This is an optimization exercise on Yosys and OpenROAD, whose aim is small area, a short achievable clock period and few clock cycles, not a production implementation.
Where RTL was checked, it was by simulation tests only, not by an equivalence proof against the original.

==> module hex2dec, before the edit <==
module hex2dec (
    input start,
    input [15:0] hex_data,
    output [7:0] ascii_data,
    output reg valid,
    output reg ready,
    input clk,
    input rstn
);
    reg [16:0] r;
    reg [3:0]  dig;
    reg [2:0]  ph;       
    wire accept = start & ready;
    function automatic ge(input [12:0] x, input [12:0] k);
        integer i;
        begin
            ge = 1'b1;
            for (i = 0; i < 13; i = i + 1)
                ge = k[i] ? (x[i] & ge) : (x[i] | ge);
        end
    endfunction
    wire [12:0] rh = r[16:4];
    wire [9:0] g;
    assign g[0] = 1'b1;
    genvar k;
    generate
        for (k = 1; k < 10; k = k + 1) begin : cmp
            assign g[k] = ge(rh, 625 * k);
        end
    endgenerate
    wire [9:0] oh = g & ~{1'b0, g[9:1]};     
    reg [3:0]  q;
    reg [11:0] c;        
    integer j;
    always @(*) begin
        q = 4'd0;
        c = 12'd0;
        for (j = 1; j < 10; j = j + 1) begin
            q = q | ({4{oh[j]}} & j[3:0]);
            c = c | ({12{oh[j]}} & 12'((j * 3125) % 4096));
        end
    end
    wire [16:0] t = {r[15:0], 1'b0} + {r[13:0], 3'b000};    
    wire [16:0] r_next = {t[16:5] - c, t[4:0]};
    always @(posedge clk)
        r <= accept ? {1'b0, hex_data} : r_next;
    always @(posedge clk)
        dig <= q;
    always @(posedge clk or negedge rstn)
        if (!rstn) begin
            ph <= 3'd7;
            valid <= 1'b0;
            ready <= 1'b0;
        end else begin
            valid <= (ph != 3'd7);
            if (accept)
                ph <= 3'd0;
            else if (ph == 3'd4)
                ph <= 3'd7;
            else if (ph != 3'd7)
                ph <= ph + 3'd1;
            ready <= ~accept & (ph == 3'd3 || ph == 3'd4 || ph == 3'd7);
        end
    assign ascii_data = {4'h3, dig};
endmodule
==> flow/config.mk <==
export PLATFORM = sky130hd
export DESIGN_NAME = hex2dec
export DESIGN_NICKNAME = hex2dec
export VERILOG_FILES = /design/flow/design.v
export SDC_FILE = /design/flow/constraint.sdc
export NUM_CORES = 4
export LEC_CHECK = 0
export CAP_MARGIN = 20
export CORE_MARGIN = 2
export CORE_UTILIZATION = 40
export SLEW_MARGIN = 20
==> flow/constraint.sdc <==
create_clock -name core_clock -period 6.0 [get_ports {clk}]
set_input_delay 1.2000 -clock core_clock [delete_from_list [all_inputs] [get_ports {clk}]]
set_output_delay 1.2000 -clock core_clock [all_outputs]
set_load 0.01 [all_outputs]
standard.sh (not shown) runs the stock make flow with config.mk's settings and CLKGATE_MAP_FILE= SYNTH_SCRIPT=/design/flow/synth_recipe.tcl, a recipe that flattens the netlist after the stock synthesis.
==> flow/flow/run.sh <==
#!/bin/bash
# Own layout flow: the standard synthesis, then its combinational logic mapped
# again by ABC for area (flip-flops kept as the standard synthesis made them:
# same instances, names and cells), then the standard flow from floorplan on.
set -euo pipefail
W=$(pwd)
R=$W/orfs/results/$FLOW_PLATFORM/hex2dec/base
L=$W/orfs/logs/$FLOW_PLATFORM/hex2dec/base
LIB=$FLOW_HOME/platforms/$FLOW_PLATFORM/lib/sky130_fd_sc_hd__tt_025C_1v80.lib
YOSYS=yosys
[[ -x $FLOW_HOME/../tools/install/yosys/bin/yosys ]] && YOSYS=$FLOW_HOME/../tools/install/yosys/bin/yosys
# ABC script for the second mapping: delay-targeted mapping with gate sizing
ABC_ARGS="-script $W/flow/abc.script"

bash standard.sh synth > $W/log_standard_synth.txt 2>&1
cp $R/1_2_yosys.v $W/standard_1_2_yosys.v

$YOSYS -q -l $W/log_cells.txt -p "read_liberty -ignore_miss_func $LIB; write_verilog -noattr $W/cells_all.v" > /dev/null
python3 $W/flow/comb_cells.py $W/cells_all.v $W/cells_comb.v

DU=$(grep -o -- "-dont_use [^ ]*" $L/1_2_yosys.log | sort -u | tr '\n' ' ')
cat > $W/resynth.ys <<EOY
read_liberty -lib $LIB
read_verilog $W/standard_1_2_yosys.v
hierarchy -top $FLOW_TOP
techmap -map $W/cells_comb.v
techmap
opt -fast
opt -purge
abc $ABC_ARGS -liberty $LIB $DU
opt_clean -purge
hilomap -singleton -hicell sky130_fd_sc_hd__conb_1 HI -locell sky130_fd_sc_hd__conb_1 LO
insbuf -buf sky130_fd_sc_hd__buf_4 A X
opt_clean -purge
stat -liberty $LIB
check -assert -mapped
write_verilog -noattr -nohex -nodec $W/resynth.v
EOY
$YOSYS -l $W/log_resynth.txt $W/resynth.ys > /dev/null
cp $W/resynth.v $R/1_2_yosys.v
rm -f $R/1_synth.odb
bash standard.sh "BUFFER_PORTS_ARGS=-buffer_cell sky130_fd_sc_hd__buf_1" finish > $W/log_standard_finish.txt 2>&1
==> flow/flow/abc.script <==
strash
balance
rewrite
refactor
balance
rewrite
rewrite -z
balance
refactor -z
rewrite -z
balance
balance
rewrite
refactor
balance
rewrite
rewrite -z
balance
refactor -z
rewrite -z
balance
dch -f
map -D 1800
buffer
upsize -D 1800
dnsize -D 1800
==> flow/flow/comb_cells.py <==
# Keep the combinational cells from Yosys's functional models of the
# library (read_liberty output): no flip-flops, latches, tie or tristate cells.
import re, sys
src = open(sys.argv[1]).read()
out = []
for body, name in re.findall(r'(module (\S+?)\(.*?endmodule)', src, re.S):
    if 'always' in body or ' reg ' in body or 'conb' in name or "'z" in body or 'bz' in body:
        continue
    if 'assign' not in body:
        continue
    out.append(body)
open(sys.argv[2], 'w').write('\n\n'.join(out) + '\n')
The baseline went through all stages and came out clean.
Testbench counts at the start, summed over its fixed seeds: cycles 1,936.
Rerun with:
--- a/flow/design.v
+++ b/flow/design.v
@@ -7,11 +7,10 @@
     output reg ready,
     input clk,
     input rstn
 );
     reg [16:0] r;
-    reg [3:0]  dig;
     reg [2:0]  ph;       
     wire accept = start & ready;
     function automatic ge(input [12:0] x, input [12:0] k);
         integer i;
         begin
@@ -43,24 +42,25 @@
     end
     wire [16:0] t = {r[15:0], 1'b0} + {r[13:0], 3'b000};    
     wire [16:0] r_next = {t[16:5] - c, t[4:0]};
     always @(posedge clk)
         r <= accept ? {1'b0, hex_data} : r_next;
-    always @(posedge clk)
-        dig <= q;
+    reg [2:0] ph_next;
+    always @(*)
+        if (accept)
+            ph_next = 3'd0;
+        else if (ph >= 3'd4)
+            ph_next = 3'd7;
+        else
+            ph_next = ph + 3'd1;
     always @(posedge clk or negedge rstn)
         if (!rstn) begin
             ph <= 3'd7;
             valid <= 1'b0;
             ready <= 1'b0;
         end else begin
-            valid <= (ph != 3'd7);
-            if (accept)
-                ph <= 3'd0;
-            else if (ph == 3'd4)
-                ph <= 3'd7;
-            else if (ph != 3'd7)
-                ph <= ph + 3'd1;
-            ready <= ~accept & (ph == 3'd3 || ph == 3'd4 || ph == 3'd7);
+            ph <= ph_next;
+            valid <= (ph_next != 3'd7);
+            ready <= (ph_next == 3'd4) || (ph_next == 3'd7);
         end
-    assign ascii_data = {4'h3, dig};
+    assign ascii_data = {4'h3, q};
 endmodule
Non-clock buffer count is higher by 1.
Count of clock-buffer cells in the layout is unchanged.
Maximum frequency is lower by 15%.
First-iteration DRC count is lower by 15%.
Synthesized area is higher by 3.3%.
Clock skew is lower by 0.0057 ns.
Worst setup slack got worse by 0.52 ns.
The RTL of the second run of this note was laid out without a check of its function.

* * *

garnet:
The RTL this note starts from:
==> flow/design.v <==
`timescale 1 ns / 100 ps
module hex2dec (
    input start,
    input [15:0] hex_data,
    output [7:0] ascii_data,
    output valid,
    output ready,
    input clk,
    input rstn
);
    reg [16:0] r;
    reg [3:0]  q;
    reg [2:0]  ph;       
    assign valid = (ph <= 3'd4);
    assign ready = (ph == 3'd4) || (ph == 3'd7);
    wire accept = start & ready;
    function automatic ge(input [15:0] x, input [15:0] k);
        integer i;
        begin
            ge = 1'b1;
            for (i = 0; i < 16; i = i + 1)
                ge = k[i] ? (x[i] & ge) : (x[i] | ge);
        end
    endfunction
    reg [9:0] c;
    integer j;
    always @(*) begin
        c = 10'd0;
        for (j = 1; j < 10; j = j + 1)
            if (q == j[3:0])
                c = 10'((j * 625) % 1024);
    end
    wire [13:0] m = {r[13:4] - c, r[3:0]};
    wire [16:0] r_step = {2'b00, m, 1'b0} + {m, 3'b000};
    wire [9:0] gm;
    wire [6:0] gx;
    assign gm[0] = 1'b1;
    assign gx[0] = 1'b1;
    genvar k;
    generate
        for (k = 1; k < 10; k = k + 1) begin : cmpm
            assign gm[k] = ge({5'd0, m[13:3]}, 125 * k);
        end
        for (k = 1; k < 7; k = k + 1) begin : cmpx
            assign gx[k] = ge({4'd0, hex_data[15:4]}, 625 * k);
        end
    endgenerate
    wire [9:0] ohm = gm & ~{1'b0, gm[9:1]};
    wire [6:0] ohx = gx & ~{1'b0, gx[6:1]};
    reg [3:0] qm, qx;
    always @(*) begin
        qm = 4'd0;
        qx = 4'd0;
        for (j = 1; j < 10; j = j + 1)
            qm = qm | ({4{ohm[j]}} & j[3:0]);
        for (j = 1; j < 7; j = j + 1)
            qx = qx | ({4{ohx[j]}} & j[3:0]);
    end
    always @(posedge clk) begin
        r <= accept ? {1'b0, hex_data} : r_step;
        q <= accept ? qx : qm;
    end
    reg [2:0] ph_next;
    always @(*)
        if (accept)
            ph_next = 3'd0;
        else if (ph >= 3'd4)
            ph_next = 3'd7;
        else
            ph_next = ph + 3'd1;
    always @(posedge clk or negedge rstn)
        if (!rstn)
            ph <= 3'd6;
        else
            ph <= ph_next;
    assign ascii_data = {4'h3, q};
endmodule
Settings: LEC_CHECK=0, CAP_MARGIN=20, CORE_MARGIN=2, CORE_UTILIZATION=40, SETUP_SLACK_MARGIN=3.0, SLEW_MARGIN=20; clock period 6.0 ns.
Scripts as last shown in full above: flow/flow/run.sh, flow/flow/abc.script, flow/flow/comb_cells.py
Testbench counts of garnet, summed over its fixed seeds: cycles 1,928.
diff inputs: garnet => ember
-- flow/design.v --
<<< garnet, line 4
    input [15:0] hex_data,
    output [7:0] ascii_data,
    output valid,
    output ready,
    input clk,
    input rstn
>>> ember, line 4
    input [15:0] hex_data,
    output [7:0] ascii_data,
    output reg valid,
    output reg ready,
    input clk,
    input rstn
<<< garnet, line 12
    reg [3:0]  q;
    reg [2:0]  ph;       
    assign valid = (ph <= 3'd4);
    assign ready = (ph == 3'd4) || (ph == 3'd7);
    wire accept = start & ready;
    function automatic ge(input [15:0] x, input [15:0] k);
>>> ember, line 12
    reg [3:0]  q;
    reg [2:0]  ph;       
    wire accept = start & ready;
    function automatic ge(input [15:0] x, input [15:0] k);
<<< garnet, line 70
            ph_next = ph + 3'd1;
    always @(posedge clk or negedge rstn)
        if (!rstn)
            ph <= 3'd6;
        else
            ph <= ph_next;
    assign ascii_data = {4'h3, q};
endmodule
>>> ember, line 68
            ph_next = ph + 3'd1;
    always @(posedge clk or negedge rstn)
        if (!rstn) begin
            ph <= 3'd7;
            valid <= 1'b0;
            ready <= 1'b0;
        end else begin
            ph <= ph_next;
            valid <= (ph_next != 3'd7);
            ready <= (ph_next == 3'd4) || (ph_next == 3'd7);
        end
    assign ascii_data = {4'h3, q};
endmodule
Cell at the slowest stage of the critical path: sky130_fd_sc_hd__dfxtp_2 -> garnet, sky130_fd_sc_hd__dfxtp_1 -> ember. For garnet, the end point of the critical path was r[12]$_DFF_P_, unlike ember, where it was q[1]$_DFF_P_. Register fraction of the total cell area is lower on garnet. [ember] routed wire length per instance rose 6.8% relative to garnet. The standard cells in ember occupy more silicon area than those in garnet do. Diff garnet -> ember: flip-flop and latch count grew by 9.5%, first-iteration DRC count grew by 43%.
Testbench counts of ember, summed over its fixed seeds: cycles 1,928.

-- afterwards: timing with drivers on the ports --
In the flow no input, the clock included, has a driving cell. The finished layouts below were timed again as built, in two steps. Step 1 (the two cells are an assumption about what drives the block):
set clk [get_ports {clk}]
set_driving_cell -lib_cell sky130_fd_sc_hd__clkbuf_16 $clk
set_driving_cell -lib_cell sky130_fd_sc_hd__buf_2 [delete_from_list [all_inputs] $clk]
Step 2, shift: input delay + t, output delay - t, t = (earliest + latest rising clock arrival at the registers) / 2. This alone moves slack from input paths to output paths. a / b / c = ideal / step 1 / step 2; a / b = the first two.
run	t, ns	slack for setup (ns)	hold slack, ns	worst setup path after step 2	clock arrival spread, ns
the first run of note 1	0.299	3.089 / 3.089 / 3.089	0.488 / 0.488 / 0.488	register to register	0.009 / 0.009
the second run of note 1	0.282	2.565 / 2.542 / 2.824	0.468 / 0.468 / 0.468	register to output	0.004 / 0.004
garnet	0.289	3.284 / 3.284 / 3.240	0.474 / 0.474 / 0.474	input to register	0.007 / 0.007
ember	0.303	3.217 / 3.217 / 2.920	0.475 / 0.475 / 0.475	input to register	0.010 / 0.010
After both steps every run listed still meets setup and hold. The setup slack of ember, which loses most, moves by 0.000 ns with the drivers and by -0.297 ns with both steps.
